This is an optimization exercise on Yosys and OpenROAD, whose aim is small area and a short achievable clock period, not a production implementation. The RTL was checked by simulation tests, not by an equivalence proof against the original design. Power and IR drop assume default switching activity.

==> flow/design.v, too long to show whole: its modules and the start of the top module <==
// module full_adder: 10 lines
// module half_adder: 9 lines
// module mult32x32: 3734 lines
// module mul_ao21: 3 lines
module mult32x32 (
  input              i_clk     ,
  input              i_rstn    ,
  input  wire        i_multa_ns,
  input  wire        i_multb_ns,
  input  wire [31:0] i_multa   ,
  input  wire [31:0] i_multb   ,
  output wire [63:0] o_product
);
  // ...
==> flow/run.sh <==
#!/bin/bash
# synth_recipe.tcl (not shown) runs the flow's synth.tcl, then flattens the netlist and writes it again
# the make line also repeats each setting of config.mk as NAME=value (left out here)
make -C /OpenROAD-flow-scripts/flow DESIGN_CONFIG=/design/flow/config.mk WORK_HOME=/design/flow/orfs CLKGATE_MAP_FILE= SYNTH_SCRIPT=/design/flow/synth_recipe.tcl finish
==> flow/config.mk <==
export PLATFORM = sky130hd
export DESIGN_NAME = mult32x32
export DESIGN_NICKNAME = mult32x32
export VERILOG_FILES = /design/flow/design.v
export SDC_FILE = /design/flow/constraint.sdc
export NUM_CORES = 4
export LEC_CHECK = 0
export CAP_MARGIN = 20
export CORE_MARGIN = 2
export CORE_UTILIZATION = 40
export SETUP_SLACK_MARGIN = 1.9
export SLEW_MARGIN = 20
export SYNTH_HIERARCHICAL = 1
export TNS_END_PERCENT = 100
==> flow/constraint.sdc <==
create_clock -name core_clock -period 4.0 [get_ports {i_clk}]
set_input_delay 0.8000 -clock core_clock [delete_from_list [all_inputs] [get_ports {i_clk}]]
set_output_delay 0.8000 -clock core_clock [all_outputs]
set_load 0.01 [all_outputs]
==> out/qor.yml, run 1 <==
run_status:
  status: "complete, no violations"
floorplan:
  fp.dieW_um: 341
  die-area_sq_mm: 0.116
  tap_cells: 1500
clock_network:
  cts_tree: "built"
  cts_resized: 270
  cts_setup_buffers: 3
critical_path:
  path_class: "flop to flop"
grt:
  groute.usage.overall: 0.214
  grt_antenna_before_repair: 12
  grt_max_degree: 47
timing:
  setup_slack_ps: 1900
  finalHoldViolCount: 0
  setup_viol: 0
cells_and_area:
  layout_common_cells: "dfxtp_1, xnor2_1, a22o_1, a221oi_2, fa_1"
  n_sequential_cell: 957
  regArea_sq_mm: 0.0194
  final_cell_area_sq_mm: 0.0517
  nNetsFinal: 4083
  multi_input_cells: 2143
  largest_register_ffs: 64
  area_delta_synth_final_pct: 13.9
  utilization: 0.460
  final_layout_size_suffix_gt1_frac: 0.226
power:
  comb-power_uw: 12500
  irDropWorstVdd_mv: 0.456
logic_synthesis:
  synth_common_cells: "dfxtp_1, xnor2_1, a221oi_2, a22o_1, fa_1"
  synth.area.top_cells: "dfxtp_1, fa_1, a221oi_2"
  synth-seq-area-share: 0.423
  syn_inst: 3570
route:
  wirelength_mm: 128
  met1_length_mm: 57.2
==> run 2, diff against run 1 <==
--- a/flow/config.mk
+++ b/flow/config.mk
@@ -10,3 +10,3 @@
 export CORE_UTILIZATION = 40
-export SETUP_SLACK_MARGIN = 1.9
+export SETUP_SLACK_MARGIN = 1.8
 export SLEW_MARGIN = 20
==> out/qor.yml, run 2 <==
run_status:
  status: "complete, no violations"
grt:
  grt_max_degree: 47  # unchanged
  overflow: 0
  groute.usage.overall: 0.215  # +0.000343
  grt_pass1_wl_mm: 190
  grt_antenna_before_repair: 15  # +3
  grt_pass1_vias: 28900
cells_and_area:
  largest_register_ffs: 64  # unchanged
  nNetsFinal: 4050  # -0.81%
  top_regs: "prod_q x64, vld x7"
  top_register: "prod_q"
  area_delta_synth_final_pct: 12.5
  final_layout_size_suffix_gt1_frac: 0.205  # -0.0207
  final_common_cell: "dfxtp_1"
  layout_common_cells: "dfxtp_1, xnor2_1, a22o_1, a221oi_2, fa_1"
logic_synthesis:
  synth_seq_cells: 957
  avgSynthCellArea_sq_um: 12.7
  yosysUniqueCellTypes: 31
  yosys.area.top_type_share: 0.419
  yosys_warnings: 7
  synth-seq-area-share: 0.423  # unchanged
  dominantRegCellSynth: "dfxtp_1"
  syn_inst: 3570  # unchanged
  synth_enable_flop_cells: 0
  netlist_area_sq_mm: 0.0454
  synthMostInstantiatedCell: "dfxtp_1"
  async_reset_ff_frac: 0.00731
  synth_common_cells: "dfxtp_1, xnor2_1, a221oi_2, a22o_1, fa_1"
  synth.area.top_cells: "dfxtp_1, fa_1, a221oi_2"
  yosys.area.top_type: "dfxtp_1"
clock_network:
  cts_tree: "built"
  clockRootBuffer: "clkbuf_16"
  cts_setup_buffers: 0  # -3
  insertion_delay_ps: 700
  cts_buffers: 98
  clock-sinks: 957
  clock_path_buffers: 3
  clkSlewWorstSetupHoldPaths_ps: 60
  htreeDepth: 3
critical_path:
  crit_path_end_kind: "flop"
  critical_path.cell_chain: "a22o_1 -> a221oi_2 -> xnor2_1 -> fa_1"
  crit_slowest_cell: "dfxtp_1"
  arrival_ps: 2850
  worst-path-max-fanout: 11
  path_class: "flop to flop"
  cp.required_ps: 4550
  cpPeakStageDelay_ps: 970
  startpoint_type: "flop"
floorplan:
  core_area_sq_mm: 0.112
  start_util: 0.404
  die-area_sq_mm: 0.116  # unchanged
  std_cell_rows: 123
  io_pins: 132
  dieHeight_um: 341
  fp.dieW_um: 341  # unchanged
route:
  drc: 0
  viasPerCell: 5.57
  dr.pass1.iters: 6
  num_vias: 28500
  wirelength_mm: 126  # -1.5%
  ant_nets: 0
  drt_iter0_drc: 2730
  wl_per_cell_um: 24.7
place:
  pre_cts_ws_ps: 591
  gp_congestion: 0.883
  port_buffers: 131
  hpwl_mm: 84.1
power:
  p_comb_frac: 0.324
  p_leak_uw: 0.0215
  power_density_mw_per_mm2: 746
  p_switching_uw: 12900
  p_int_uw: 25100
  power.share.clock: 0.245
  swShare: 0.340
  irDropWorstVdd_mv: 0.401  # -12%
  seq_power_share: 0.431
timing:
  drv_slew: 0
  slew_headroom: 0.328
  layout_min_cycle_time_ps: 2300
  finalHoldViolCount: 0  # unchanged
  hold_ws_ps: 317
  setup_tns_ps: 0
  finalClockSkew_ps: 45.9
  setup_slack_ps: 1700  # -191 ps
  fin_crit_sh: 0.574
  rsz0062_at_grt: "no"
  setup_viol: 0  # unchanged
  fmaxAchievable_mhz: 436
  worst_pin_slew_ps: 1010
job:
  cap_violations: 0
worst_hold_path:
  hp-class: "flop to flop"
-- run 2: cell types whose count changed in the layout (fill, tap and decap cells not counted), moves of 6 or more --
cell,previous run,this run
dfxtp_4,53,41
buf_8,7,1
buf_4,102,85
dfxtp_1,854,867
clkdlybuf4s15_1,22,0
clkdlybuf4s15_2,16,2
buf_6,16,8
dlygate4sd2_1,47,86
-- run 2: worst paths after layout --
check | startpoint | to | slack (ps) | depth (start not counted)
min in group asynchronous | i_rstn | vld[6] | 620 | 2
min reg2reg | s4_1994 | s5_2209 | 320 | 0
max reg2reg | s1_323 | s2_1135 | 1700 | 4
max | s1_323 | s2_1135 | 1700 | 4
min | s4_1994 | s5_2209 | 320 | 0
max in group asynchronous | i_rstn | vld[6] | 3090 | 2
-- run 2: layout make-up --
| cell class | count | area [sq um] |
|---|---|---|
| fillers | 10100 | 61400 |
| clock inverters | 55 | 639 |
| inverters | 104 | 390 |
| diodes | 1 | 2.50 |
| flip-flops and latches | 957 | 19400 |
| repair buffers | 235 | 2150 |
| clock buffers | 127 | 2750 |
| well taps | 1500 | 1880 |
| multi-input cells | 2142 | 23900 |
-- run 2: cells by family (layout without fill, tap and decap cells) --
family          count (synthesis)  after routing  share of synthesized area
fa+ha+maj                     444            444                      0.170
other cells                     2              4                   0.000165
compound gates                928            929                      0.218
simple gates                  282            282                     0.0352
flops                         957            957                      0.423
buf+inv                       473            521                     0.0603
xor+xnor                      484            484                     0.0934
-- run 2: layer usage --
metal / part of all wire / vias to the layer above / track usage / routed length (um)
met4: 0.041 / 12 / 0.0916 / 5250
met5: 0.00063 / - / 0 / 80
li1: - / 12700 / - / -
met2: 0.41 / 1383 / 0.304 / 51300
met1: 0.45 / 14100 / 0.298 / 56400
met3: 0.11 / 350 / 0.0700 / 13400
-- run 2: what timing repair did --
action / 4_1_cts / 5_1_grt
hold buffers: 0 / 0
resized for setup: 164 / 45
endpoints found under the setup margin: 263 / 79
pin swaps: 3 / 1
cloned: 0 / 1
-- run 2: critical path, delay by kind of cell, from the launching register on --
| family | cells | cell delay (ps) |
|---|---|---|
| DFF | 1 | 970 |
| adders and majority gates | 1 | 700 |
| AOI/OAI and AO/OA | 2 | 310 |
| xor gates and xnor gates | 1 | 170 |
-- run 2: stage by stage --
stage / util / instances / area, sq um / total power, uW
5_1_grt: 0.454 / 5121 / 51100 / 40900
2_1_floorplan: - / 3571 / 45500 / 24000
3_5_place_dp: 0.421 / 4937 / 47300 / 28900
3_3_place_gp: 0.421 / 4937 / 47300 / 28700
4_1_cts: 0.452 / 5119 / 50900 / 38400
6_report: 0.454 / 5121 / 51100 / 38100
-- run 2: Yosys stat by module (local to each module, per instance) --
module | times used | cell area, sq um | cells inside | flip-flops and latches
mult32x32 | 1 | 37900 | 3079 | 957
full_adder | 291 | 20.0 | 1 | 0
half_adder | 28 | 12.5 | 1 | 0
mul_ao21 | 172 | 7.51 | 1 | 0
-- run 2: power by group through the flow --
stage	registers, uW	logic, uW	clock network [uW]
floorplan	15200	8800	0
global placement	16500	12200	0
detailed placement	16600	12300	0
CTS	16400	12400	9630
global route	16800	14100	10000
finish	16400	12300	9340
==> run 3, diff against run 2 <==
--- a/flow/config.mk
+++ b/flow/config.mk
@@ -10,3 +10,3 @@
 export CORE_UTILIZATION = 40
-export SETUP_SLACK_MARGIN = 1.8
+export SETUP_SLACK_MARGIN = 2.2
 export SLEW_MARGIN = 20
==> out/qor.yml, run 3 <==
logic_synthesis:
  yosys.area.top_type_share: 0.419  # unchanged
  netlist_area_sq_mm: 0.0454  # unchanged
  synth_enable_flop_cells: 0  # unchanged
  synth_common_cells: "dfxtp_1, xnor2_1, a221oi_2, a22o_1, fa_1"
  synth.area.top_cells: "dfxtp_1, fa_1, a221oi_2"
  dominantRegCellSynth: "dfxtp_1"
  async_reset_ff_frac: 0.00731  # unchanged
  synth_seq_cells: 957  # unchanged
  avgSynthCellArea_sq_um: 12.7  # unchanged
  yosysUniqueCellTypes: 31  # unchanged
  synth-seq-area-share: 0.423  # unchanged
  synthMostInstantiatedCell: "dfxtp_1"
  yosys.area.top_type: "dfxtp_1"
  yosys_warnings: 7  # unchanged
  syn_inst: 3570  # unchanged
floorplan:
  dieHeight_um: 341  # unchanged
  io_pins: 132  # unchanged
  std_cell_rows: 123  # unchanged
  fp.dieW_um: 341  # unchanged
  core_area_sq_mm: 0.112  # unchanged
  die-area_sq_mm: 0.116  # unchanged
  start_util: 0.404  # unchanged
critical_path:
  critical_path.cell_chain: "buf_12 -> buf_12 -> a22o_1 -> a221oi_2 -> xnor2_1 -> fa_2"
  ff2ff_path_depth: 6  # +2
  r2r_start: "s1_438"
  startpoint: "s1_438"
  worstReg2RegEnd: "s2_1214"
  worst-path-max-fanout: 7  # -4
  crit_slowest_cell: "fa_2"
  crit_path_end_kind: "flop"
  r2r_setup_slack_ps: 1950  # +250 ps
  endpoint: "s2_1214"
  path_class: "flop to flop"
  cpPeakStageDelay_ps: 560  # -410 ps
  startpoint_type: "flop"
  arrival_ps: 2570  # -280 ps
  cp.required_ps: 4530  # -20 ps
  crit_top_cell: "buf_12"
timing:
  slew_headroom: 0.455  # +0.127
  rsz0062_at_grt: "yes"
  layout_min_cycle_time_ps: 2050  # -249 ps
  drv_slew: 0  # unchanged
  finalClockSkew_ps: 43.4  # -2.44 ps
  setup_tns_ps: 0  # unchanged
  fmaxAchievable_mhz: 489  # +12%
  worst_pin_slew_ps: 818  # -190 ps
  fin_crit_sh: 0.512  # -0.0622
  finalHoldViolCount: 0  # unchanged
  setup_viol: 0  # unchanged
clock_network:
  cts_tree: "built"
  clockRootBuffer: "clkbuf_16"
  clock-sinks: 957  # unchanged
  cts_buffers: 98  # unchanged
  clock_path_buffers: 3  # unchanged
  hold_buffers: 0  # unchanged
  clkSlewWorstSetupHoldPaths_ps: 60  # about the same
  htreeDepth: 3  # unchanged
  insertion_delay_ps: 720  # +20 ps
route:
  drt_iter0_drc: 3870  # +42%
  wirelength_mm: 157  # +24%
  dr.pass1.iters: 13  # +7
  viasPerCell: 5.89  # +5.6%
  num_vias: 32400  # +13%
  wl_per_cell_um: 28.6  # +16%
  drc: 0  # unchanged
  ant_nets: 0  # unchanged
cells_and_area:
  nNetsFinal: 4422  # +9.2%
  fin_cells: 5497  # +7.3%
  area_delta_synth_final_pct: 28.5
  largest_register_ffs: 64  # unchanged
  final_common_cell: "dfxtp_1"
  fill_cells: 9314  # -7.4%
  regArea_sq_mm: 0.0196  # +1.1%
  layout_common_cells: "dfxtp_1, a22o_1, xnor2_1"
  top_register: "prod_q"
  multi_input_area_sq_mm: 0.0253  # +6.1%
  final_layout_size_suffix_gt1_frac: 0.372  # +0.167
  top_regs: "prod_q x64, vld x7"
grt:
  grt_antenna_before_repair: 24  # +9
  overflow: 0  # unchanged
  grt_max_degree: 65  # +38%
  grt_pass1_wl_mm: 221  # +17%
  grt_pass1_vias: 31500  # +9.0%
  groute.usage.overall: 0.259  # +0.0442
job:
  cap_violations: 0  # unchanged
power:
  p_int_uw: 26700  # +6.3%
  p_leak_uw: 0.0245  # +14%
  swShare: 0.343  # +0.00373
  power_uw: 40700  # +6.9%
  seq_power_share: 0.401  # -0.030
  p_comb_frac: 0.365  # +0.041
  power_density_mw_per_mm2: 698  # -6.4%
  irDropWorstVdd_mv: 0.408  # +1.6%
  p_switching_uw: 14000  # +8.1%
  power.share.clock: 0.234  # -0.011
place:
  port_buffers: 131  # unchanged
  gp_congestion: 0.856  # -3.0%
  dp_cells: 4936  # -0.020%
  hpwl_mm: 83.0  # -1.3%
worst_hold_path:
  min_path_cells: 1  # +1
  hp-class: "input port to flop"
run_status:
  status: "complete, no violations"
-- run 3: cell types whose count changed in the layout (fill, tap and decap cells not counted), moves of 47 or more --
cell           delta
fa_2            +101
xnor2_2          +47
buf_6            +96
dlygate4sd2_1    -83
buf_12           +88
dfxtp_1          -79
buf_4           +136
fa_1            -101
xnor2_1          -48
buf_2            +48
-- run 3: modules after synthesis (local to each module, per instance) --
module | area, sq um | cells | flip-flops and latches
mult32x32 | 37900 | 3079 | 957
full_adder | 20.0 | 1 | 0
mul_ao21 | 7.51 | 1 | 0
half_adder | 12.5 | 1 | 0
-- run 3: kinds of logic (layout without fill, tap and decap cells) --
family / Yosys count / count (layout) / share of synthesized area
AOI/OAI and AO/OA: 928 / 931 / 0.218
xor gates and xnor gates: 484 / 484 / 0.0934
adders and majority gates: 444 / 444 / 0.170
buffers and inverters: 473 / 890 / 0.0603
DFF: 957 / 957 / 0.423
other: 2 / 9 / 0.000165
and+or+nand+nor: 282 / 282 / 0.0352
-- run 3: stage by stage --
stage          utilization  cell area, sq um  setup WS [ps]  hold WS (ps)
6_report             0.519             58300           1950           218
5_1_grt              0.518             58300           1950           195
4_1_cts              0.499             56200           1950           204
3_5_place_dp         0.420             47200            565           312
3_3_place_gp         0.420             47200            596           310
2_1_floorplan            -             45500           1620           310
-- run 3: power groups by stage --
| stage | sequential [uW] | clock [uW] | combinational (uW) |
|---|---|---|---|
| after global routing | 16600 | 10200 | 16400 |
| after floorplan | 15200 | 0 | 8810 |
| after detailed placement | 16600 | 0 | 12300 |
| final | 16300 | 9550 | 14800 |
| after global placement | 16500 | 0 | 12200 |
| after CTS | 16200 | 9820 | 13900 |
-- run 3: how the worst min path moves through the flow --
stage | from | end | slack, ps
after floorplan | s2_1053 | s3_1655 | 310
after global placement | s4_2025 | s5_2226 | 310
after detailed placement | s4_2000 | s5_2212 | 310
after CTS | i_multa[2] | s1_275 | 200
after global routing | i_multa[2] | s1_275 | 190
final | i_multa[9] | s1_282 | 220
-- run 3: layout make-up --
type	instances	area share
Timing Repair Buffer	605	0.131
Antenna cell	6	0.000257
Sequential cell	957	0.336
Clock inverter	57	0.0136
Clock buffer	124	0.0456
Inverter	104	0.00669
Tap cell	1500	0.0322
Multi-Input combinational cell	2144	0.434
-- run 3: worst max-delay path, delay by kind of cell, from the launching register on --
kind / cells / cell delay, ps
buffers and inverters: 2 / 300
adder cells (fa/ha/maj): 1 / 560
AO/OA/AOI/OAI: 2 / 440
XOR/XNOR: 1 / 190
flip-flops: 1 / 370
-- run 3: timing repair --
action | 4_1_cts | 5_1_grt
resized for setup | 903 | 246
hold endpoints to repair | 0 | 0
gates cloned | 39 | 11
buffers inserted | 243 | 81
setup endpoints to repair | 372 | 304
pin swaps | 294 | 282
-- run 3: routing by layer --
metal  global-route usage  routed length [um]
met5              0.00531                 393
met4                0.150               11800
met3                0.126               23600
met2                0.354               60700
met1                0.328               60800
==> run 4, diff against run 3 <==
--- a/flow/config.mk
+++ b/flow/config.mk
@@ -10,3 +10,4 @@
 export CORE_UTILIZATION = 40
-export SETUP_SLACK_MARGIN = 2.2
+export CTS_BUF_LIST = sky130_fd_sc_hd__clkbuf_8
+export SETUP_SLACK_MARGIN = 2.0
 export SLEW_MARGIN = 20
==> out/qor.yml, run 4 <==
critical_path:
  cpPeakStageDelay_ps: 630  # +70 ps
  startpoint: "s1_296"
  crit_slowest_cell: "dfxtp_2"
  r2r_start: "s1_296"
  crit_path_end_kind: "flop"
  path_delay_family: "flip-flops"
  path_buf_inv: 1  # -1
  worst-path-max-fanout: 12  # +5
  arrival_ps: 2790  # +220 ps
  critical_path.cell_chain: "buf_12 -> a221oi_2 -> xnor2_1 -> fa_1"
  cp.required_ps: 4690  # +160 ps
  path_class: "flop to flop"
  startpoint_type: "flop"
timing:
  fin_crit_sh: 0.525  # +0.0134
  setup_slack_ps: 1900  # -53.5 ps
  setup_tns_ps: 0  # unchanged
  hold_ws_ps: 164  # -53.6 ps
  finalClockSkew_ps: 53.7  # +10.3 ps
  drv_slew: 0  # unchanged
  worst_pin_slew_ps: 810  # -7.52 ps
  fmaxAchievable_mhz: 476  # -2.5%
  finalHoldViolCount: 0  # unchanged
  rsz0062_at_grt: "yes"
  slew_headroom: 0.459  # +0.00428
  layout_min_cycle_time_ps: 2100  # +53.5 ps
  setup_viol: 0  # unchanged
route:
  wl_per_cell_um: 24.8  # -13%
  drt_iter0_drc: 2518  # -35%
  num_vias: 29200  # -9.6%
  wirelength_mm: 131  # -17%
  viasPerCell: 5.53  # -6.1%
  ant_nets: 0  # unchanged
  dr.pass1.iters: 6  # -7
  drc: 0  # unchanged
power:
  p_leak_uw: 0.0221  # -9.7%
  irDropWorstVdd_mv: 0.320  # -22%
  power_density_mw_per_mm2: 731  # +4.7%
job:
  cap_violations: 0  # unchanged
grt:
  overflow: 0  # unchanged
  grt_pass1_wl_mm: 191  # -14%
  groute.usage.overall: 0.217  # -0.0419
  grt_pass1_vias: 29500  # -6.3%
  grt_max_degree: 65  # unchanged
  grt_antenna_before_repair: 16  # -33%
floorplan:
  die-area_sq_mm: 0.116  # unchanged
  fp.dieW_um: 341  # unchanged
  io_pins: 132  # unchanged
  core_area_sq_mm: 0.112  # unchanged
  std_cell_rows: 123  # unchanged
  dieHeight_um: 341  # unchanged
  start_util: 0.404  # unchanged
logic_synthesis:
  yosys_warnings: 7  # unchanged
  synth.area.top_cells: "dfxtp_1, fa_1, a221oi_2"
  yosys.area.top_type: "dfxtp_1"
  synth_common_cells: "dfxtp_1, xnor2_1, a221oi_2, a22o_1, fa_1"
  synth_seq_cells: 957  # unchanged
  yosysUniqueCellTypes: 31  # unchanged
  synthMostInstantiatedCell: "dfxtp_1"
  dominantRegCellSynth: "dfxtp_1"
  yosys.area.top_type_share: 0.419  # unchanged
  synth-seq-area-share: 0.423  # unchanged
  async_reset_ff_frac: 0.00731  # unchanged
  netlist_area_sq_mm: 0.0454  # unchanged
  syn_inst: 3570  # unchanged
  avgSynthCellArea_sq_um: 12.7  # unchanged
  synth_enable_flop_cells: 0  # unchanged
worst_hold_path:
  min_from: "i_multa[8]"
  hp-class: "input port to flop"
place:
  dpl_cell_area_sq_mm: 0.0473  # +0.25%
  hpwl_mm: 84.3  # +1.5%
  pre_cts_ws_ps: 630  # +64.8 ps
  gp_congestion: 0.862  # +0.72%
  port_buffers: 131  # unchanged
clock_network:
  clock_path_buffers: 3  # unchanged
  clock-sinks: 957  # unchanged
  clkSlewWorstSetupHoldPaths_ps: 60  # about the same
  clockRootBuffer: "clkbuf_8"
  cts_tree: "built"
  htreeDepth: 4  # +1
  insertion_delay_ps: 850  # +130 ps
  cts_buffers: 156  # +59%
cells_and_area:
  top_register: "prod_q"
  layout_common_cells: "dfxtp_1, xnor2_1, a22o_1"
  final_cell_area_sq_mm: 0.0523  # -10%
  nNetsFinal: 4188  # -5.3%
  final_common_cell: "dfxtp_1"
  final_layout_size_suffix_gt1_frac: 0.271  # -0.101
  top_regs: "prod_q x64, vld x7"
  area_delta_synth_final_pct: 15.2
  largest_register_ffs: 64  # unchanged
run_status:
  status: "complete, no violations"
## run 4: kinds of logic after synthesis
| logic type | Yosys count | synth area share |
|---|---|---|
| other | 2 | 0.000165 |
| buffers and inverters | 473 | 0.0603 |
| xor gates and xnor gates | 484 | 0.0934 |
| adders and majority gates | 444 | 0.170 |
| DFF | 957 | 0.423 |
| and+or+nand+nor | 282 | 0.0352 |
| AOI/OAI and AO/OA | 928 | 0.218 |
## run 4: final timing paths
kind | to | slack (ps) | cells past startpoint
max in group asynchronous | vld[6] | 3180 | 2
worst min register to register | s3_1666 | 310 | 0
min in group asynchronous | vld[5] | 470 | 2
worst min-delay path | s1_281 | 160 | 1
worst max-delay path | s2_1140 | 1900 | 4
worst max register to register | s2_1140 | 1900 | 4
## run 4: metal layers
layer / part of all wire / GRT usage / vias up
li1: - / - / 13000
met1: 0.44 / 0.306 / 14300
met2: 0.40 / 0.303 / 1568
met3: 0.11 / 0.0660 / 372
met4: 0.047 / 0.0985 / 4
met5: 0.00020 / 0 / -
## run 4: where the power goes
| part | switching [uW] | internal, uW | leakage [uW] |
|---|---|---|---|
| clock network | 3830 | 5070 | 0.00185 |
| registers | 2610 | 13800 | 0.00812 |
| logic | 6630 | 6280 | 0.0122 |
| total | 13100 | 25200 | 0.0221 |
## run 4: what timing repair did
item                                    CTS  global route
resized for setup                       477           105
endpoints found under the setup margin  321           179
pin swaps                                10            19
hold buffers                              0             0
setup buffers                            13            58
cloned                                    1             1
endpoints found under the hold margin     0             0
## run 4: per-stage QoR
step            util  power, uW  std cells
2_1_floorplan      -      24000       3571
3_3_place_gp   0.421      28700       4945
3_5_place_dp   0.421      29000       4945
4_1_cts        0.455      38200       5232
5_1_grt        0.465      41100       5292
6_report       0.465      38200       5293
## run 4: area by class of cell
type                            instances  area (sq um)
Fill cell                           10100         60200
Multi-Input combinational cell       2142         24000
Sequential cell                       957         19500
Timing Repair Buffer                  315          3130
Clock buffer                          189          2600
Tap cell                             1500          1880
Clock inverter                         84           737
Inverter                              104           390
Antenna cell                            2          5.00
## run 4: per-module statistics from Yosys, one instance, submodules excluded
module      cell area (sq um)  cells inside  copies in the design  flip-flops and latches
mult32x32               37900          3079                     1                     957
full_adder               20.0             1                   291                       0
half_adder               12.5             1                    28                       0
mul_ao21                 7.51             1                   172                       0
==> run 5, diff against run 4 <==
--- a/flow/config.mk
+++ b/flow/config.mk
@@ -10,3 +10,4 @@
 export CORE_UTILIZATION = 40
-export CTS_BUF_LIST = sky130_fd_sc_hd__clkbuf_8
+export CTS_CLUSTER_DIAMETER = 40
+export CTS_CLUSTER_SIZE = 10
 export SETUP_SLACK_MARGIN = 2.0
==> out/qor.yml, run 5 <==
run_status:
  status: "complete, no violations"
logic_synthesis:
  yosysUniqueCellTypes: 31  # unchanged
  synth.mux.area_fraction: 0  # unchanged
  synth.area.top_cells: "dfxtp_1, fa_1, a221oi_2"
  yosys_warnings: 7  # unchanged
  yosys.area.top_type: "dfxtp_1"
  synth_top_family_by_area: "compound AO/OA/AOI/OAI gates"
  dominantRegCellSynth: "dfxtp_1"
  avgSynthCellArea_sq_um: 12.7  # unchanged
  syn_inst: 3570  # unchanged
  netlist_area_sq_mm: 0.0454  # unchanged
  synthXorXnorAreaFrac: 0.0934  # unchanged
  synth_fa_ha_area_frac: 0.170  # unchanged
  synth_seq_cells: 957  # unchanged
  synth_common_cells: "dfxtp_1, xnor2_1, a221oi_2, a22o_1, fa_1"
  yosys.area.top_type_share: 0.419  # unchanged
  async_reset_ff_frac: 0.00731  # unchanged
  synth-seq-area-share: 0.423  # unchanged
  synth_compound_gate_area_share: 0.218  # unchanged
  synthMostInstantiatedCell: "dfxtp_1"
  synth-simple-area-share: 0.0352  # unchanged
  synth_enable_flop_cells: 0  # unchanged
timing:
  finalClockSkew_ps: 31.3  # -22.5 ps
  setup_tns_ps: 0  # unchanged
  layout_min_cycle_time_ps: 2070  # -26.3 ps
  slew_headroom: 0.452  # -0.00694
  finalHoldViolCount: 0  # unchanged
  setup_slack_ps: 1930  # +26.3 ps
  fin_crit_sh: 0.519  # -0.00657
  setup_viol: 0  # unchanged
  worst_pin_slew_ps: 820  # +10.4 ps
  drv_slew: 0  # unchanged
  rsz0062_at_grt: "yes"
  fmaxAchievable_mhz: 482  # +1.3%
cells_and_area:
  diodes: 0  # -2
  fin_cells: 5219  # -1.4%
  top_register: "prod_q"
  final_common_cell: "dfxtp_1"
  largest_register_ffs: 64  # unchanged
  final_layout_size_suffix_gt1_frac: 0.268  # -0.00308
  area_delta_synth_final_pct: 17.4
  fill_cells: 9913  # -1.5%
  layout_common_cells: "dfxtp_1, xnor2_1, a22o_1"
  top_regs: "prod_q x64, vld x7"
  nNetsFinal: 4148  # -0.96%
critical_path:
  path_class: "flop to flop"
  crit_path_end_kind: "flop"
  worst-path-max-fanout: 11  # -1
  worstReg2RegEnd: "s2_1160"
  arrival_ps: 2660  # -130 ps
  ff2ff_path_depth: 4  # unchanged
  startpoint: "s1_333"
  cp.required_ps: 4590  # -100 ps
  r2r_start: "s1_333"
  r2r_setup_slack_ps: 1930  # +30 ps
  startpoint_type: "flop"
route:
  drc: 0  # unchanged
  wl_met3_mm: 13.8  # -2.9%
  wl_per_cell_um: 25.0  # +0.94%
  viasPerCell: 5.60  # +1.3%
  dr.pass1.iters: 7  # +1
  drt_iter0_drc: 2580  # +2.5%
  num_vias: 29200  # -0.12%
  top_layer_used: "met5"
  ant_nets: 0  # unchanged
  dr_wl_met2_mm: 53.6  # +1.3%
  met1_length_mm: 57.5  # -0.71%
  wirelength_mm: 131  # -0.47%
worst_hold_path:
  min_path_cells: 1  # unchanged
  hp-class: "input port to flop"
  min_from: "i_multa[1]"
  hold_end: "s1_274"
clock_network:
  hold_buffers: 0  # unchanged
  clock-sinks: 957  # unchanged
  clock_path_buffers: 3  # unchanged
  cts_tree: "built"
  clockRootBuffer: "clkbuf_16"
  clkSlewWorstSetupHoldPaths_ps: 50  # about the same
  insertion_delay_ps: 740  # -110 ps
  htreeDepth: 4  # unchanged
  cts_buffers: 143  # -8.3%
grt:
  overflow: 0  # unchanged
  grt_pass1_vias: 29500  # -0.17%
  grt_antenna_before_repair: 13  # -3
  groute.usage.overall: 0.216  # -0.00104
  grt_max_degree: 65  # unchanged
  grt_pass1_wl_mm: 190  # -0.32%
power:
  p_int_uw: 27600  # +9.5%
  power_density_mw_per_mm2: 772  # +5.6%
  seq_power_share: 0.400  # -0.029
  p_switching_uw: 13600  # +4.2%
  swShare: 0.331  # -0.0112
  irDropWorstVdd_mv: 0.385  # +20%
  p_leak_uw: 0.0223  # +0.93%
  power_uw: 41200  # +7.7%
  power.share.clock: 0.289  # +0.056
  p_comb_frac: 0.312  # -0.026
floorplan:
  fp.dieW_um: 341  # unchanged
  std_cell_rows: 123  # unchanged
  dieHeight_um: 341  # unchanged
  die-area_sq_mm: 0.116  # unchanged
  start_util: 0.404  # unchanged
  io_pins: 132  # unchanged
  core_area_sq_mm: 0.112  # unchanged
place:
  gp_congestion: 0.862  # unchanged
  port_buffers: 131  # unchanged
  dp_cells: 4945  # unchanged
  hpwl_mm: 84.3  # unchanged
  pre_cts_ws_ps: 630  # unchanged
job:
  cap_violations: 0  # unchanged
-- run 5: routing by layer --
metal | track usage | vias to the layer above
li1 | - | 12900
met1 | 0.303 | 14400
met2 | 0.305 | 1558
met3 | 0.0683 | 359
met4 | 0.0907 | 8
met5 | 0 | -
-- run 5: how the worst max path moves through the flow --
stage	cells after the start	endpoint	slack, ps
CTS	7	s7_2646	1950
floorplan	7	s1_339	1620
global route	7	s7_2646	1930
global placement	8	s1_339	640
finish	4	s2_1160	1930
detailed placement	8	s1_338	630
-- run 5: logic make-up after synthesis --
kind of cell / after synthesis
buf+inv: 473
other cells: 2
xor+xnor: 484
flops: 957
simple gates: 282
compound gates: 928
fa+ha+maj: 444
-- run 5: modules after synthesis (local to each module, per instance) --
module      cells  flops+latches  area, sq um  times used
full_adder      1              0         20.0         291
mul_ao21        1              0         7.51         172
mult32x32    3079            957        37900           1
half_adder      1              0         12.5          28
-- run 5: timing repair --
item,CTS,global route
buffers inserted,9,33
endpoints found under the hold margin,0,0
resized for setup,492,122
endpoints found under the setup margin,320,163
gates cloned,2,2
pin swaps,11,23
-- run 5: final cells by class --
type	count	area, sq um	share of cell area
clock buffer	167	3830	0.0719
clock inverter	61	768	0.0144
inverter	104	390	0.00732
multi-input combinational	2144	24100	0.452
sequential	957	19500	0.366
tap	1500	1880	0.0352
timing repair buffer	286	2820	0.0528
-- run 5: worst max-delay path, cell delays in order (launching register included) --
cell,delay [ps]
dfxtp_1,640
a22o_1,220
a221oi_2,50
xnor2_1,510
fa_1,520
-- run 5: stage by stage --
stage / area (sq um) / util / hold WS [ps]
final: 53300 / 0.474 / 251
after global routing: 53300 / 0.474 / 212
after CTS: 52400 / 0.466 / 258
after detailed placement: 47300 / 0.421 / 312
after global placement: 47300 / 0.421 / 310
after floorplan: 45500 / - / 310
-- run 5: power by group through the flow --
stage | Combinational, uW | Clock, uW | Sequential, uW
after floorplan | 8810 | 0 | 15200
after global placement | 12200 | 0 | 16500
after detailed placement | 12300 | 0 | 16600
after CTS | 12500 | 12200 | 16400
after global routing | 14600 | 12600 | 16800
final | 12800 | 11900 | 16500
==> run 6, diff against run 5 <==
--- a/flow/config.mk
+++ b/flow/config.mk
@@ -10,4 +10,2 @@
 export CORE_UTILIZATION = 40
-export CTS_CLUSTER_DIAMETER = 40
-export CTS_CLUSTER_SIZE = 10
 export SETUP_SLACK_MARGIN = 2.0
==> out/qor.yml, run 6 <==
logic_synthesis:
  synth.area.top_cells: "dfxtp_1, fa_1, a221oi_2"
  synth_compound_gate_area_share: 0.218  # unchanged
  yosysUniqueCellTypes: 31  # unchanged
  yosys.area.top_type: "dfxtp_1"
  synth_enable_flop_cells: 0  # unchanged
  dominantRegCellSynth: "dfxtp_1"
  synthMostInstantiatedCell: "dfxtp_1"
  avgSynthCellArea_sq_um: 12.7  # unchanged
  synth-simple-area-share: 0.0352  # unchanged
  synth_seq_cells: 957  # unchanged
  syn_inst: 3570  # unchanged
  synthXorXnorAreaFrac: 0.0934  # unchanged
  synth_top_family_by_area: "compound AO/OA/AOI/OAI gates"
  netlist_area_sq_mm: 0.0454  # unchanged
  synth.mux.area_fraction: 0  # unchanged
  yosys.area.top_type_share: 0.419  # unchanged
  synth-seq-area-share: 0.423  # unchanged
  yosys_warnings: 7  # unchanged
  async_reset_ff_frac: 0.00731  # unchanged
  synth_fa_ha_area_frac: 0.170  # unchanged
  synth_common_cells: "dfxtp_1, xnor2_1, a221oi_2, a22o_1, fa_1"
floorplan:
  dieHeight_um: 341  # unchanged
  fp.dieW_um: 341  # unchanged
  std_cell_rows: 123  # unchanged
  die-area_sq_mm: 0.116  # unchanged
  io_pins: 132  # unchanged
  start_util: 0.404  # unchanged
  core_area_sq_mm: 0.112  # unchanged
clock_network:
  clkSlewWorstSetupHoldPaths_ps: 60  # about the same
  insertion_delay_ps: 690  # -50 ps
  clock-sinks: 957  # unchanged
  htreeDepth: 3  # -1
  hold_buffers: 0  # unchanged
  clock_path_buffers: 3  # unchanged
  cts_buffers: 99  # -31%
  cts_tree: "built"
  clockRootBuffer: "clkbuf_16"
timing:
  fmaxAchievable_mhz: 492  # +2.1%
  drv_slew: 0  # unchanged
  slew_headroom: 0.463  # +0.0106
  setup_viol: 0  # unchanged
  fin_crit_sh: 0.508  # -0.0106
  finalHoldViolCount: 0  # unchanged
  rsz0062_at_grt: "yes"
  worst_pin_slew_ps: 805  # -15.9 ps
  setup_tns_ps: 0  # unchanged
  layout_min_cycle_time_ps: 2030  # -42.6 ps
  finalClockSkew_ps: 52.2  # +20.9 ps
route:
  wl_per_cell_um: 24.9  # -0.56%
  num_vias: 28700  # -1.7%
  drt_iter0_drc: 2480  # -3.9%
  drc: 0  # unchanged
  dr.pass1.iters: 8  # +1
  wirelength_mm: 129  # -1.4%
  viasPerCell: 5.55  # -0.85%
  ant_nets: 0  # unchanged
critical_path:
  crit_slowest_cell: "dfxtp_1"
  path_buf_inv: 0  # unchanged
  crit_cells: 4  # unchanged
  worst-path-max-fanout: 11  # unchanged
  cpPeakStageDelay_ps: 630  # about the same
  crit_path_end_kind: "flop"
  arrival_ps: 2600  # -60 ps
  path_class: "flop to flop"
  cp.required_ps: 4570  # -20 ps
  ff2ff_path_depth: 4  # unchanged
  critical_path.cell_chain: "a22o_1 -> a221oi_2 -> xnor2_1 -> fa_1"
  path_delay_family: "flip-flops"
  startpoint_type: "flop"
cells_and_area:
  top_regs: "prod_q x64, vld x7"
  top_register: "prod_q"
  final_layout_size_suffix_gt1_frac: 0.250  # -0.0188
  final_common_cell: "dfxtp_1"
  fill_cells: 10100  # +1.8%
  area_delta_synth_final_pct: 14.0
  nNetsFinal: 4109  # -0.94%
  largest_register_ffs: 64  # unchanged
  layout_common_cells: "dfxtp_1, xnor2_1, a22o_1"
  utilization: 0.460  # -0.0141
grt:
  grt_pass1_wl_mm: 189  # -0.65%
  grt_pass1_vias: 28900  # -1.9%
  grt_antenna_before_repair: 14  # +1
  overflow: 0  # unchanged
  groute.usage.overall: 0.214  # -0.00226
  grt_max_degree: 65  # unchanged
power:
  p_leak_uw: 0.0217  # -2.9%
  power_density_mw_per_mm2: 741  # -4.1%
  irDropWorstVdd_mv: 0.345  # -11%
place:
  port_buffers: 131  # unchanged
  hpwl_mm: 84.3  # unchanged
  gp_congestion: 0.862  # unchanged
run_status:
  status: "complete, no violations"
worst_hold_path:
  hp-class: "input port to flop"
  min_path_cells: 1  # unchanged
job:
  cap_violations: 0  # unchanged
[run 6: cell counts after synthesis]
Identical to the previous run, type by type.
[run 6: final timing paths]
kind	end	startpoint	slack, ps
max in group asynchronous	vld[6]	i_rstn	3050
max	s2_1160	s1_333	1970
max reg2reg	s2_1160	s1_333	1970
min reg2reg	s5_2247	s4_1987	310
min in group asynchronous	vld[2]	i_rstn	600
min	s1_274	i_multa[1]	290
[run 6: worst reg2reg max path, stage by stage (launching register included)]
cell      delay, ps
dfxtp_1         630
a22o_1          230
a221oi_2         50
xnor2_1         520
fa_1            530
[run 6: power breakdown]
group | switching (uW) | internal, uW | total, uW
sequential | 2600 | 13800 | 16400
clock | 3830 | 5350 | 9180
combinational | 6580 | 6170 | 12700
[run 6: layout make-up]
cell class / instances / area (sq um) / area share
Multi-Input combinational cell: 2144 / 24100 / 0.466
Inverter: 104 / 390 / 0.00754
Antenna cell: 1 / 2.50 / 0.0000484
Timing Repair Buffer: 291 / 2570 / 0.0497
Sequential cell: 957 / 19500 / 0.377
Clock inverter: 37 / 454 / 0.00878
Tap cell: 1500 / 1880 / 0.0363
Clock buffer: 142 / 2870 / 0.0555
[run 6: per-stage QoR]
stage          cell area (sq um)  std cells  worst slack (ps)  hold WS [ps]  power [uW]
6_report                   51700       5176              1970           289       38300
5_1_grt                    51700       5175              1920           267       41100
4_1_cts                    51100       5139              1950           288       38300
3_5_place_dp               47300       4945               630           312       29000
3_3_place_gp               47300       4945               641           310       28700
2_1_floorplan              45500       3571              1620           310       24000
[run 6: cells by family (layout without fill, tap and decap cells)]
group | count (synthesis) | in the layout
AO/OA/AOI/OAI | 928 | 931
other | 2 | 4
adder cells (fa/ha/maj) | 444 | 444
XOR/XNOR | 484 | 484
buffers and inverters | 473 | 574
flip-flops | 957 | 957
AND/OR/NAND/NOR | 282 | 282
[run 6: timing repair]
| item | 4_1_cts | 5_1_grt |
|---|---|---|
| setup buffers | 13 | 35 |
| pin swaps | 15 | 23 |
| cloned | 2 | 1 |
| gates resized for setup | 469 | 97 |
| endpoints found under the setup margin | 322 | 101 |
[run 6: per-module statistics from Yosys (local to each module, per instance)]
module      copies in the design  cell area, sq um  flip-flops and latches  cells inside
half_adder                    28              12.5                       0             1
mul_ao21                     172              7.51                       0             1
full_adder                   291              20.0                       0             1
mult32x32                      1             37900                     957          3079
[run 6: routing by layer]
| layer | GRT usage | part of all wire | vias to the layer above |
|---|---|---|---|
| li1 | - | - | 12800 |
| met1 | 0.305 | 0.45 | 14200 |
| met2 | 0.300 | 0.40 | 1428 |
| met3 | 0.0626 | 0.11 | 337 |
| met4 | 0.0875 | 0.043 | 12 |
| met5 | 0 | 0.00059 | - |
==> run 7, diff against run 6 <==
--- a/flow/config.mk
+++ b/flow/config.mk
@@ -10,2 +10,4 @@
 export CORE_UTILIZATION = 40
+export CTS_CLUSTER_DIAMETER = 60
+export CTS_CLUSTER_SIZE = 25
 export SETUP_SLACK_MARGIN = 2.0
==> out/qor.yml, run 7 <==
clock_network:
  clock-sinks: 957  # unchanged
  cts_buffers: 78  # -21%
  htreeDepth: 3  # unchanged
  insertion_delay_ps: 710  # +20 ps
  clockRootBuffer: "clkbuf_16"
  clock_path_buffers: 3  # unchanged
  hold_buffers: 0  # unchanged
  clkSlewWorstSetupHoldPaths_ps: 90  # +30 ps
  cts_tree: "built"
timing:
  finalClockSkew_ps: 59.9  # +7.78 ps
  finalHoldViolCount: 0  # unchanged
  worst_pin_slew_ps: 811  # +6.67 ps
  drv_slew: 0  # unchanged
  setup_slack_ps: 1930  # -39.7 ps
  setup_tns_ps: 0  # unchanged
  rsz0062_at_grt: "yes"
  slew_headroom: 0.458  # -0.00445
  fin_crit_sh: 0.518  # +0.00993
  layout_min_cycle_time_ps: 2070  # +39.7 ps
  setup_viol: 0  # unchanged
  fmaxAchievable_mhz: 483  # -1.9%
logic_synthesis:
  syn_inst: 3570  # unchanged
  synth.area.top_cells: "dfxtp_1, fa_1, a221oi_2"
  dominantRegCellSynth: "dfxtp_1"
  synthMostInstantiatedCell: "dfxtp_1"
  yosys.area.top_type: "dfxtp_1"
  avgSynthCellArea_sq_um: 12.7  # unchanged
  yosys_warnings: 7  # unchanged
  synth-seq-area-share: 0.423  # unchanged
  synth_common_cells: "dfxtp_1, xnor2_1, a221oi_2, a22o_1, fa_1"
  yosys.area.top_type_share: 0.419  # unchanged
  yosysUniqueCellTypes: 31  # unchanged
  synth_seq_cells: 957  # unchanged
  synth_enable_flop_cells: 0  # unchanged
  netlist_area_sq_mm: 0.0454  # unchanged
  async_reset_ff_frac: 0.00731  # unchanged
route:
  num_vias: 28700  # -0.19%
  drt_iter0_drc: 2562  # +3.3%
  viasPerCell: 5.56  # +0.25%
  wl_per_cell_um: 25.0  # +0.60%
  wirelength_mm: 129  # +0.15%
  drc: 0  # unchanged
  ant_nets: 0  # unchanged
  dr.pass1.iters: 9  # +1
cells_and_area:
  final_common_cell: "dfxtp_1"
  fill_cells: 10100  # +0.069%
  top_regs: "prod_q x64, vld x7"
  layout_common_cells: "dfxtp_1, xnor2_1, a22o_1"
  nNetsFinal: 4100  # -0.22%
  utilization: 0.458  # -0.00229
  largest_register_ffs: 64  # unchanged
  fin_cells: 5153  # -0.44%
  area_delta_synth_final_pct: 13.4
  final_layout_size_suffix_gt1_frac: 0.252  # +0.00274
  top_register: "prod_q"
floorplan:
  io_pins: 132  # unchanged
  die-area_sq_mm: 0.116  # unchanged
  core_area_sq_mm: 0.112  # unchanged
  fp.dieW_um: 341  # unchanged
  std_cell_rows: 123  # unchanged
  dieHeight_um: 341  # unchanged
  start_util: 0.404  # unchanged
grt:
  grt_pass1_vias: 28600  # -0.98%
  overflow: 0  # unchanged
  groute.usage.overall: 0.213  # -0.000361
  grt_antenna_before_repair: 19  # +5
  grt_max_degree: 65  # unchanged
  grt_pass1_wl_mm: 188  # -0.35%
place:
  gp_congestion: 0.862  # unchanged
  pre_cts_ws_ps: 630  # unchanged
  port_buffers: 131  # unchanged
  hpwl_mm: 84.3  # unchanged
  dp_cells: 4945  # unchanged
power:
  p_leak_uw: 0.0215  # -0.73%
  irDropWorstVdd_mv: 0.344  # -0.27%
  power_density_mw_per_mm2: 728  # -1.7%
critical_path:
  cp.required_ps: 4560  # about the same
  crit_path_end_kind: "flop"
  worst-path-max-fanout: 12  # +1
  startpoint_type: "flop"
  arrival_ps: 2630  # +30 ps
  path_class: "flop to flop"
job:
  cap_violations: 0  # unchanged
run_status:
  status: "complete, no violations"
worst_hold_path:
  hp-class: "input port to flop"
run 7: worst paths after layout:
kind | from | end | slack (ps) | depth (start not counted)
max reg2reg | s1_296 | s2_1140 | 1930 | 4
max | s1_296 | s2_1140 | 1930 | 4
min | i_multa[1] | s1_274 | 260 | 1
min reg2reg | s3_1657 | s4_1951 | 320 | 0
min in group asynchronous | i_rstn | vld[1] | 580 | 2
max in group asynchronous | i_rstn | vld[6] | 3070 | 2
run 7: Yosys stat by module, one instance, submodules excluded:
module | area, sq um | flip-flops and latches | cells inside | times used
full_adder | 20.0 | 0 | 1 | 291
half_adder | 12.5 | 0 | 1 | 28
mul_ao21 | 7.51 | 0 | 1 | 172
mult32x32 | 37900 | 957 | 3079 | 1
run 7: cells by family (layout without fill, tap and decap cells):
| logic type | after synthesis | in the layout | share of synthesized area |
|---|---|---|---|
| xor gates and xnor gates | 484 | 484 | 0.0934 |
| and+or+nand+nor | 282 | 282 | 0.0352 |
| buffers and inverters | 473 | 550 | 0.0603 |
| DFF | 957 | 957 | 0.423 |
| other | 2 | 5 | 0.000165 |
| AOI/OAI and AO/OA | 928 | 931 | 0.218 |
| adders and majority gates | 444 | 444 | 0.170 |
run 7: metal layers:
| layer | wire length (um) | GRT usage | share of wire | vias up |
|---|---|---|---|---|
| li1 | - | - | - | 12800 |
| met5 | 40 | 0 | 0.00031 | - |
| met3 | 14100 | 0.0609 | 0.11 | 327 |
| met4 | 5350 | 0.0831 | 0.041 | 6 |
| met2 | 52600 | 0.300 | 0.41 | 1504 |
| met1 | 56900 | 0.307 | 0.44 | 14100 |
run 7: layout make-up:
class | instances | area [sq um] | share of cell area
antenna | 2 | 5.00 | 0.0000972
clock buffer | 81 | 1970 | 0.0383
clock inverter | 62 | 927 | 0.0180
inverter | 104 | 390 | 0.00758
multi-input combinational | 2144 | 24100 | 0.468
sequential | 957 | 19500 | 0.379
tap | 1500 | 1880 | 0.0365
timing repair buffer | 303 | 2710 | 0.0527
run 7: through the flow:
step,power (uW),instance area (sq um),hold slack (ps)
final,37500,51500,261
after global routing,40200,51500,239
after CTS,37500,50700,275
after detailed placement,29000,47300,312
after global placement,28700,47300,310
after floorplan,24000,45500,310
run 7: repair_timing:
| item | CTS | global route |
|---|---|---|
| pin swaps | 14 | 26 |
| resized for setup | 473 | 101 |
| buffers inserted | 12 | 48 |
| setup endpoints to repair | 325 | 127 |
| cloned | 2 | 1 |
run 7: report_power, final:
part / switching, uW / total [uW] / leakage [uW] / internal, uW
logic: 6610 / 12800 / 0.0121 / 6170
clock network: 4270 / 8370 / 0.00137 / 4090
registers: 2570 / 16300 / 0.00811 / 13800
run 7: worst max-delay path, cell delays in order, from the launching register on:
cell      delay (ps)
dfxtp_2          630
buf_12           230
a221oi_2         100
xnor2_1          470
fa_1             500
==> run 8, diff against run 7 <==
==> flow/flow/run.sh (new file) <==
#!/bin/bash
set -euo pipefail
export CTS_ARGS="-sink_clustering_enable -repair_clock_nets -dont_use_dummy_load"
bash standard.sh > standard.log 2>&1
==> flow/standard.sh (new file) <==
#!/bin/bash
# synth_recipe.tcl (not shown) runs the flow's synth.tcl, then flattens the netlist and writes it again
# the make line also repeats each setting of config.mk as NAME=value (left out here)
make -C /OpenROAD-flow-scripts/flow DESIGN_CONFIG=/design/flow/config.mk WORK_HOME=/design/flow/orfs CLKGATE_MAP_FILE= SYNTH_SCRIPT=/design/flow/synth_recipe.tcl "${@:-finish}"
--- a/flow/config.mk
+++ b/flow/config.mk
@@ -10,4 +10,3 @@
 export CORE_UTILIZATION = 40
-export CTS_CLUSTER_DIAMETER = 60
-export CTS_CLUSTER_SIZE = 25
+export PLACE_DENSITY = 0.75
 export SETUP_SLACK_MARGIN = 2.0
removed: flow/run.sh
==> out/qor.yml, run 8 <==
route:
  wl_per_cell_um: 24.0  # -4.1%
  num_vias: 28500  # -0.48%
  drt_iter0_drc: 2901  # +13%
  dr.pass1.iters: 7  # -2
  wirelength_mm: 122  # -5.8%
  ant_nets: 0  # unchanged
  viasPerCell: 5.63  # +1.3%
  drc: 0  # unchanged
grt:
  overflow: 0  # unchanged
  grt_max_degree: 72  # +11%
  groute.usage.overall: 0.203  # -0.0101
  grt_pass1_wl_mm: 182  # -3.0%
  grt_pass1_vias: 28900  # +0.86%
  grt_antenna_before_repair: 11  # -8
clock_network:
  cts_tree: "built"
  clockRootBuffer: "clkbuf_16"
  cts_buffers: 91  # +17%
  clkSlewWorstSetupHoldPaths_ps: 60  # -30 ps
  clock_path_buffers: 3  # unchanged
  htreeDepth: 3  # unchanged
  hold_buffers: 0  # unchanged
  insertion_delay_ps: 660  # -50 ps
  clock-sinks: 957  # unchanged
cells_and_area:
  top_regs: "prod_q x64, vld x7"
  fin_cells: 5064  # -1.7%
  final_common_cell: "dfxtp_1"
  nNetsFinal: 4075  # -0.61%
  final_cell_area_sq_mm: 0.0506  # -1.8%
  largest_register_ffs: 64  # unchanged
  final_layout_size_suffix_gt1_frac: 0.236  # -0.0161
  area_delta_synth_final_pct: 11.3
  fill_cells: 9867  # -2.3%
  layout_common_cells: "dfxtp_1, xnor2_1, a22o_1"
  top_register: "prod_q"
floorplan:
  io_pins: 132  # unchanged
  fp.dieW_um: 341  # unchanged
  core_area_sq_mm: 0.112  # unchanged
  dieHeight_um: 341  # unchanged
  die-area_sq_mm: 0.116  # unchanged
  start_util: 0.404  # unchanged
  std_cell_rows: 123  # unchanged
worst_hold_path:
  hp-class: "input port to async pin"
place:
  dp_cells: 4933  # -0.24%
  hpwl_mm: 81.3  # -3.5%
  port_buffers: 131  # unchanged
  pre_cts_ws_ps: 706  # +76.4 ps
  dpl_cell_area_sq_mm: 0.0472  # -0.29%
  gp_congestion: 0.924  # +7.2%
power:
  p_leak_uw: 0.0211  # -2.2%
  power_density_mw_per_mm2: 730  # +0.26%
  irDropWorstVdd_mv: 0.359  # +4.6%
critical_path:
  path_buf_inv: 0  # -1
  worstReg2RegEnd: "s2_1130"
  cpPeakStageDelay_ps: 830  # +200 ps
  worst-path-max-fanout: 11  # -1
  ff2ff_path_depth: 4  # unchanged
  crit_slowest_cell: "dfxtp_1"
  crit_path_end_kind: "flop"
  cp.required_ps: 4480  # -80 ps
  path_class: "flop to flop"
  r2r_setup_slack_ps: 1960  # +30 ps
  r2r_start: "s1_313"
  arrival_ps: 2510  # -120 ps
  critical_path.cell_chain: "a22o_1 -> a221oi_2 -> xnor2_1 -> fa_1"
  startpoint_type: "flop"
  path_delay_family: "flip-flops"
timing:
  fmaxAchievable_mhz: 491  # +1.7%
  fin_crit_sh: 0.509  # -0.00866
  layout_min_cycle_time_ps: 2040  # -34.7 ps
  setup_viol: 0  # unchanged
  setup_slack_ps: 1960  # +34.7 ps
  drv_slew: 0  # unchanged
  slew_headroom: 0.467  # +0.00876
  rsz0062_at_grt: "yes"
  worst_pin_slew_ps: 798  # -13.1 ps
  hold_ws_ps: 229  # -31.3 ps
  finalClockSkew_ps: 44.4  # -15.6 ps
  finalHoldViolCount: 0  # unchanged
  setup_tns_ps: 0  # unchanged
logic_synthesis:
  async_reset_ff_frac: 0.00731  # unchanged
  yosys.area.top_type: "dfxtp_1"
  netlist_area_sq_mm: 0.0454  # unchanged
  synth_seq_cells: 957  # unchanged
  yosys_warnings: 7  # unchanged
  synth.area.top_cells: "dfxtp_1, fa_1, a221oi_2"
  avgSynthCellArea_sq_um: 12.7  # unchanged
  synthMostInstantiatedCell: "dfxtp_1"
  yosysUniqueCellTypes: 31  # unchanged
  dominantRegCellSynth: "dfxtp_1"
  yosys.area.top_type_share: 0.419  # unchanged
  synth-seq-area-share: 0.423  # unchanged
  syn_inst: 3570  # unchanged
  synth_common_cells: "dfxtp_1, xnor2_1, a221oi_2, a22o_1, fa_1"
  synth_enable_flop_cells: 0  # unchanged
job:
  cap_violations: 0  # unchanged
run_status:
  status: "complete, no violations"
## run 8: cell counts after synthesis
Identical to the previous run, type by type.
## run 8: worst register-to-register path: cells and delay by family, from the launching register on
kind / cells / cell delay, ps
adders and majority gates: 1 / 520
AOI/OAI and AO/OA: 2 / 300
xor gates and xnor gates: 1 / 200
DFF: 1 / 830
## run 8: timing repair
action	in CTS	in global routing
pin swaps	20	28
endpoints found under the setup margin	322	108
cloned	3	1
buffers inserted	15	18
gates resized for setup	471	104
## run 8: where the power goes
part / switching (uW) / total, uW / internal (uW)
Sequential: 2570 / 16400 / 13800
Clock: 3270 / 7240 / 3970
Combinational: 6910 / 13300 / 6380
## run 8: per-layer routing
metal	global-route usage	wire (um)
met1	0.280	51900
met2	0.297	51100
met3	0.0643	14200
met4	0.0749	4420
met5	0	37
## run 8: cell type report
| class | instances | area (sq um) | share of cell area |
|---|---|---|---|
| multi-input cells | 2144 | 24300 | 0.480 |
| clock buffers | 91 | 2280 | 0.0450 |
| flip-flops and latches | 957 | 19500 | 0.385 |
| repair buffers | 265 | 2260 | 0.0447 |
| well taps | 1500 | 1880 | 0.0371 |
| inverters | 104 | 390 | 0.00772 |
| diodes | 3 | 7.51 | 0.000149 |
## run 8: per-module statistics from Yosys (local to each module, per instance)
module,cells inside,flops+latches,times used
full_adder,1,0,291
half_adder,1,0,28
mul_ao21,1,0,172
mult32x32,3079,957,1
## run 8: metrics by stage
stage	util	total power, uW
2_1_floorplan	-	24000
3_3_place_gp	0.420	28400
3_5_place_dp	0.420	29100
4_1_cts	0.444	36700
5_1_grt	0.449	39400
6_report	0.449	36900
## run 8: logic make-up after synthesis
logic type / synth area share
AOI/OAI and AO/OA: 0.218
xor gates and xnor gates: 0.0934
adders and majority gates: 0.170
buffers and inverters: 0.0603
DFF: 0.423
other: 0.000165
and+or+nand+nor: 0.0352
## run 8: worst max path at each step
| stage | start | to | depth (start not counted) |
|---|---|---|---|
| global placement | i_multa[7] | s1_339 | 8 |
| finish | s1_313 | s2_1130 | 4 |
| CTS | s6_2450 | s7_2646 | 7 |
| global route | s6_2460 | s7_2646 | 7 |
| floorplan | i_multa[2] | s1_339 | 7 |
| detailed placement | i_multa[7] | s1_338 | 8 |
==> run 9, diff against run 8 <==
--- a/flow/config.mk
+++ b/flow/config.mk
@@ -10,2 +10,3 @@
 export CORE_UTILIZATION = 40
+export GPL_ROUTABILITY_DRIVEN = 0
 export PLACE_DENSITY = 0.75
==> out/qor.yml, run 9 <==
route:
  wirelength_mm: 119  # -1.7%
  num_vias: 28800  # +1.1%
  viasPerCell: 5.68  # +0.83%
  drt_iter0_drc: 2812  # -3.1%
  dr.pass1.iters: 7  # unchanged
  ant_nets: 0  # unchanged
  wl_per_cell_um: 23.5  # -2.0%
  drc: 0  # unchanged
clock_network:
  insertion_delay_ps: 660  # about the same
  htreeDepth: 3  # unchanged
  cts_tree: "built"
  clock_path_buffers: 3  # unchanged
  clock-sinks: 957  # unchanged
  cts_buffers: 90  # -1.1%
  clkSlewWorstSetupHoldPaths_ps: 60  # about the same
  clockRootBuffer: "clkbuf_16"
job:
  cap_violations: 0  # unchanged
place:
  dp_cells: 4936  # +0.061%
  dpl_cell_area_sq_mm: 0.0472  # about the same
  port_buffers: 131  # unchanged
  hpwl_mm: 80.0  # -1.6%
timing:
  fin_crit_sh: 0.511  # +0.00180
  setup_tns_ps: 0  # unchanged
  drv_slew: 0  # unchanged
  finalClockSkew_ps: 80.1  # +35.8 ps
  finalHoldViolCount: 0  # unchanged
  setup_viol: 0  # unchanged
  fmaxAchievable_mhz: 489  # -0.35%
  worst_pin_slew_ps: 783  # -15.2 ps
  rsz0062_at_grt: "no"
  layout_min_cycle_time_ps: 2040  # +7.21 ps
  slew_headroom: 0.477  # +0.0101
cells_and_area:
  top_register: "prod_q"
  largest_register_ffs: 64  # unchanged
  final_common_cell: "dfxtp_1"
  final_cell_area_sq_mm: 0.0506  # about the same
  nNetsFinal: 4089  # +0.34%
  top_regs: "prod_q x64, vld x7"
  layout_common_cells: "dfxtp_1, xnor2_1, a22o_1, a221oi_2, fa_1"
  area_delta_synth_final_pct: 11.4  # about the same
  final_layout_size_suffix_gt1_frac: 0.234  # -0.00260
  fin_cells: 5077  # +0.26%
power:
  swShare: 0.344  # -0.00105
  power_density_mw_per_mm2: 729  # about the same
  irDropWorstVdd_mv: 0.468  # +30%
  p_comb_frac: 0.362  # +0.002
  p_switching_uw: 12700  # -0.38%
  seq_power_share: 0.444  # about the same
  p_int_uw: 24200  # about the same
  p_leak_uw: 0.0210  # about the same
  power.share.clock: 0.194  # -0.002
logic_synthesis:
  netlist_area_sq_mm: 0.0454  # unchanged
  synthXorXnorAreaFrac: 0.0934  # unchanged
  avgSynthCellArea_sq_um: 12.7  # unchanged
  synth.area.top_cells: "dfxtp_1, fa_1, a221oi_2"
  synth-simple-area-share: 0.0352  # unchanged
  synth_fa_ha_area_frac: 0.170  # unchanged
  yosys_warnings: 7  # unchanged
  synth_compound_gate_area_share: 0.218  # unchanged
  syn_inst: 3570  # unchanged
  yosys.area.top_type_share: 0.419  # unchanged
  synth_enable_flop_cells: 0  # unchanged
  dominantRegCellSynth: "dfxtp_1"
  async_reset_ff_frac: 0.00731  # unchanged
  synth_common_cells: "dfxtp_1, xnor2_1, a221oi_2, a22o_1, fa_1"
  synth_seq_cells: 957  # unchanged
  yosys.area.top_type: "dfxtp_1"
  synth.mux.area_fraction: 0  # unchanged
  yosysUniqueCellTypes: 31  # unchanged
  synth-seq-area-share: 0.423  # unchanged
  synthMostInstantiatedCell: "dfxtp_1"
  synth_top_family_by_area: "compound AO/OA/AOI/OAI gates"
critical_path:
  r2r_setup_slack_ps: 1960  # about the same
  arrival_ps: 2570  # +60 ps
  crit_path_end_kind: "flop"
  cp.required_ps: 4520  # +40 ps
  path_class: "flop to flop"
  startpoint_type: "flop"
  worst-path-max-fanout: 11  # unchanged
floorplan:
  start_util: 0.404  # unchanged
  io_pins: 132  # unchanged
  std_cell_rows: 123  # unchanged
  core_area_sq_mm: 0.112  # unchanged
  fp.dieW_um: 341  # unchanged
  die-area_sq_mm: 0.116  # unchanged
  dieHeight_um: 341  # unchanged
grt:
  groute.usage.overall: 0.197  # -0.00585
  grt_max_degree: 65  # -9.7%
  grt_pass1_wl_mm: 178  # -2.6%
  grt_pass1_vias: 28900  # +0.19%
  overflow: 0  # unchanged
  grt_antenna_before_repair: 14  # +3
run_status:
  status: "complete, no violations"
worst_hold_path:
  hp-class: "flop to flop"
## run 9: cell counts after synthesis
Identical to the previous run, type by type.
## run 9: critical path, stage by stage (launching register included)
cell      delay, ps
dfxtp_1         820
a22o_1          250
a221oi_2         50
xnor2_1         320
fa_1            500
## run 9: final timing paths
| path | startpoint | depth (start not counted) | endpoint |
|---|---|---|---|
| min in group asynchronous | i_rstn | 2 | vld[6] |
| min reg2reg | s6_2445 | 0 | s7_2624 |
| max | s1_330 | 4 | s2_1140 |
| max in group asynchronous | i_rstn | 2 | vld[6] |
| min | s6_2445 | 0 | s7_2624 |
| max reg2reg | s1_330 | 4 | s2_1140 |
## run 9: cells by family after synthesis
group	Yosys count
xor gates and xnor gates	484
DFF	957
adders and majority gates	444
and+or+nand+nor	282
AOI/OAI and AO/OA	928
other	2
buffers and inverters	473
## run 9: layout make-up
type | count | area (sq um)
Antenna cell | 2 | 5.00
Clock buffer | 90 | 2250
Fill cell | 9899 | 61900
Inverter | 104 | 390
Multi-Input combinational cell | 2144 | 24200
Sequential cell | 957 | 19400
Tap cell | 1500 | 1880
Timing Repair Buffer | 280 | 2350
## run 9: modules after synthesis (local to each module, per instance)
module / times used / flip-flops and latches
mult32x32: 1 / 957
full_adder: 291 / 0
mul_ao21: 172 / 0
half_adder: 28 / 0
## run 9: stage by stage
step	power (uW)	util	hold slack [ps]	setup WS, ps
finish	36900	0.449	290	1960
global route	39300	0.449	278	1980
global placement	28300	0.419	310	724
CTS	36600	0.443	287	1940
detailed placement	29100	0.419	312	683
floorplan	24000	-	310	1620
## run 9: layer usage
| metal | global-route usage | wire length, um | vias up | part of all wire |
|---|---|---|---|---|
| li1 | - | - | 12700 | - |
| met1 | 0.267 | 49700 | 14100 | 0.42 |
| met2 | 0.293 | 50900 | 1657 | 0.43 |
| met3 | 0.0635 | 14400 | 358 | 0.12 |
| met4 | 0.0733 | 4270 | 20 | 0.036 |
| met5 | 0 | 130 | - | 0.0011 |
## run 9: repair_timing
item                                    in CTS  in global routing
setup buffers                               15                 31
endpoints found under the hold margin        0                  0
hold buffers                                 0                  0
resized for setup                          422                130
endpoints found under the setup margin     314                126
pin swaps                                   24                 34
cloned                                       3                  0
## run 9: power groups by stage
stage               logic [uW]  registers, uW  clock network [uW]
floorplan                 8810          15200                   0
global placement         12000          16300                   0
detailed placement       12700          16500                   0
CTS                      12900          16300                7360
global route             14800          16700                7710
finish                   13400          16400                7150
==> run 10, diff against run 9 <==
--- a/flow/config.mk
+++ b/flow/config.mk
@@ -10,4 +10,3 @@
 export CORE_UTILIZATION = 40
-export GPL_ROUTABILITY_DRIVEN = 0
-export PLACE_DENSITY = 0.75
+export PLACE_DENSITY = 0.95
 export SETUP_SLACK_MARGIN = 2.0
==> out/qor.yml, run 10 <==
run_status:
  status: "complete, no violations"
timing:
  layout_min_cycle_time_ps: 2090  # +43.2 ps
  drv_slew: 0  # unchanged
  finalHoldViolCount: 0  # unchanged
  finalClockSkew_ps: 87.4  # +7.23 ps
  slew_headroom: 0.332  # -0.146
  rsz0062_at_grt: "yes"
  setup_viol: 0  # unchanged
  fin_crit_sh: 0.522  # +0.0108
logic_synthesis:
  syn_inst: 3570  # unchanged
  yosys.area.top_type_share: 0.419  # unchanged
  synth_enable_flop_cells: 0  # unchanged
  synth.area.top_cells: "dfxtp_1, fa_1, a221oi_2"
  yosys_warnings: 7  # unchanged
  async_reset_ff_frac: 0.00731  # unchanged
  synthMostInstantiatedCell: "dfxtp_1"
  synth_common_cells: "dfxtp_1, xnor2_1, a221oi_2, a22o_1, fa_1"
  netlist_area_sq_mm: 0.0454  # unchanged
power:
  power_density_mw_per_mm2: 751  # +3.0%
  p_leak_uw: 0.0211  # +0.15%
grt:
  grt_max_degree: 72  # +11%
  grt_pass1_vias: 30600  # +5.8%
  overflow: 0  # unchanged
  grt_antenna_before_repair: 17  # +3
floorplan:
  dieHeight_um: 341  # unchanged
  io_pins: 132  # unchanged
cells_and_area:
  layout_common_cells: "dfxtp_1, xnor2_1, a22o_1"
  largest_register_ffs: 64  # unchanged
  top_register: "prod_q"
  top_regs: "prod_q x64, vld x7"
  final_common_cell: "dfxtp_1"
route:
  ant_nets: 0  # unchanged
  wl_per_cell_um: 26.1  # +11%
  drt_iter0_drc: 3381  # +20%
  wirelength_mm: 133  # +11%
  viasPerCell: 5.92  # +4.2%
critical_path:
  startpoint: "s1_278"
  arrival_ps: 2600  # +30 ps
  crit_path_end_kind: "flop"
  cpPeakStageDelay_ps: 550  # -270 ps
  r2r_start: "s1_278"
clock_network:
  insertion_delay_ps: 700  # +40 ps
  hold_buffers: 0  # unchanged
  htreeDepth: 3  # unchanged
  cts_buffers: 87  # -3.3%
  clockRootBuffer: "clkbuf_16"
  clock_path_buffers: 3  # unchanged
job:
  cap_violations: 0  # unchanged
worst_hold_path:
  hp-class: "input port to async pin"
[run 10: cell count changes in the layout (fill, tap and decap cells not counted), sizes merged]
cell | before | now
buf | 206 | 204
diode | 2 | 5
dlygate4sd2 | 5 | 6
clkdlybuf4s15 | 18 | 28
clkbuf | 107 | 95
[run 10: worst paths after layout]
kind	to	slack [ps]	cells past startpoint
setup / recovery	s2_1148	1910	5
hold / removal	vld[3]	230	1
setup reg to reg	s2_1148	1910	5
hold reg to reg	s7_2592	250	0
max in group asynchronous	vld[6]	3300	1
min in group core_clock	s7_2592	250	0
[run 10: layout make-up]
cell class	count	area, sq um	area share
antenna	5	12.5	0.000247
timing repair buffer	280	2470	0.0487
sequential	957	19500	0.383
tap	1500	1880	0.0370
inverter	104	390	0.00769
clock buffer	87	2180	0.0429
multi-input combinational	2144	24400	0.480
[run 10: Yosys stat by module, one instance, submodules excluded]
module      cell area (sq um)  cells  copies in the design
mult32x32               37900   3079                     1
full_adder               20.0      1                   291
half_adder               12.5      1                    28
mul_ao21                 7.51      1                   172
[run 10: stage by stage]
step                      hold WS [ps]  utilization  cells  worst slack [ps]
after detailed placement           312        0.419   4935               665
after global placement             310        0.419   4935               678
after CTS                          271        0.444   5037              2000
after floorplan                    310            -   3571              1620
after global routing               269        0.451   5073              1920
final                              227        0.451   5077              1910
[run 10: timing repair]
item                                    4_1_cts  5_1_grt
cloned                                        3        0
endpoints found under the setup margin      330      130
setup buffers                                12       35
resized for setup                           477      121
pin swaps                                    18       36
[run 10: where the power goes]
group	total, uW	internal [uW]	switching, uW
combinational	14400	6760	7640
clock	7140	3810	3330
sequential	16600	13800	2750
total	38100	24400	13700
[run 10: critical path: cells and delay by family, from the launching register on]
kind | cells | cell delay (ps)
xor gates and xnor gates | 1 | 190
DFF | 1 | 300
adders and majority gates | 1 | 550
AOI/OAI and AO/OA | 2 | 630
buffers and inverters | 1 | 220
[run 10: metal layers]
| metal | wire [um] | GRT usage | vias up |
|---|---|---|---|
| li1 | - | - | 12600 |
| met1 | 50700 | 0.274 | 14800 |
| met2 | 59500 | 0.350 | 2015 |
| met3 | 15500 | 0.0638 | 587 |
| met4 | 6980 | 0.0898 | 16 |
| met5 | 102 | 0 | - |
[run 10: cells by family after synthesis]
group	after synthesis	share of synthesized area
AOI/OAI and AO/OA	928	0.218
other	2	0.000165
DFF	957	0.423
adders and majority gates	444	0.170
and+or+nand+nor	282	0.0352
buffers and inverters	473	0.0603
xor gates and xnor gates	484	0.0934

Check on run 10: ideal ports give 1.913 ns setup slack; a clkbuf_16 on the clock port and buf_2 on the inputs give 1.913 ns; moving port delays by the midpoint clock arrival (0.716 ns) as well gives 1.301 ns.
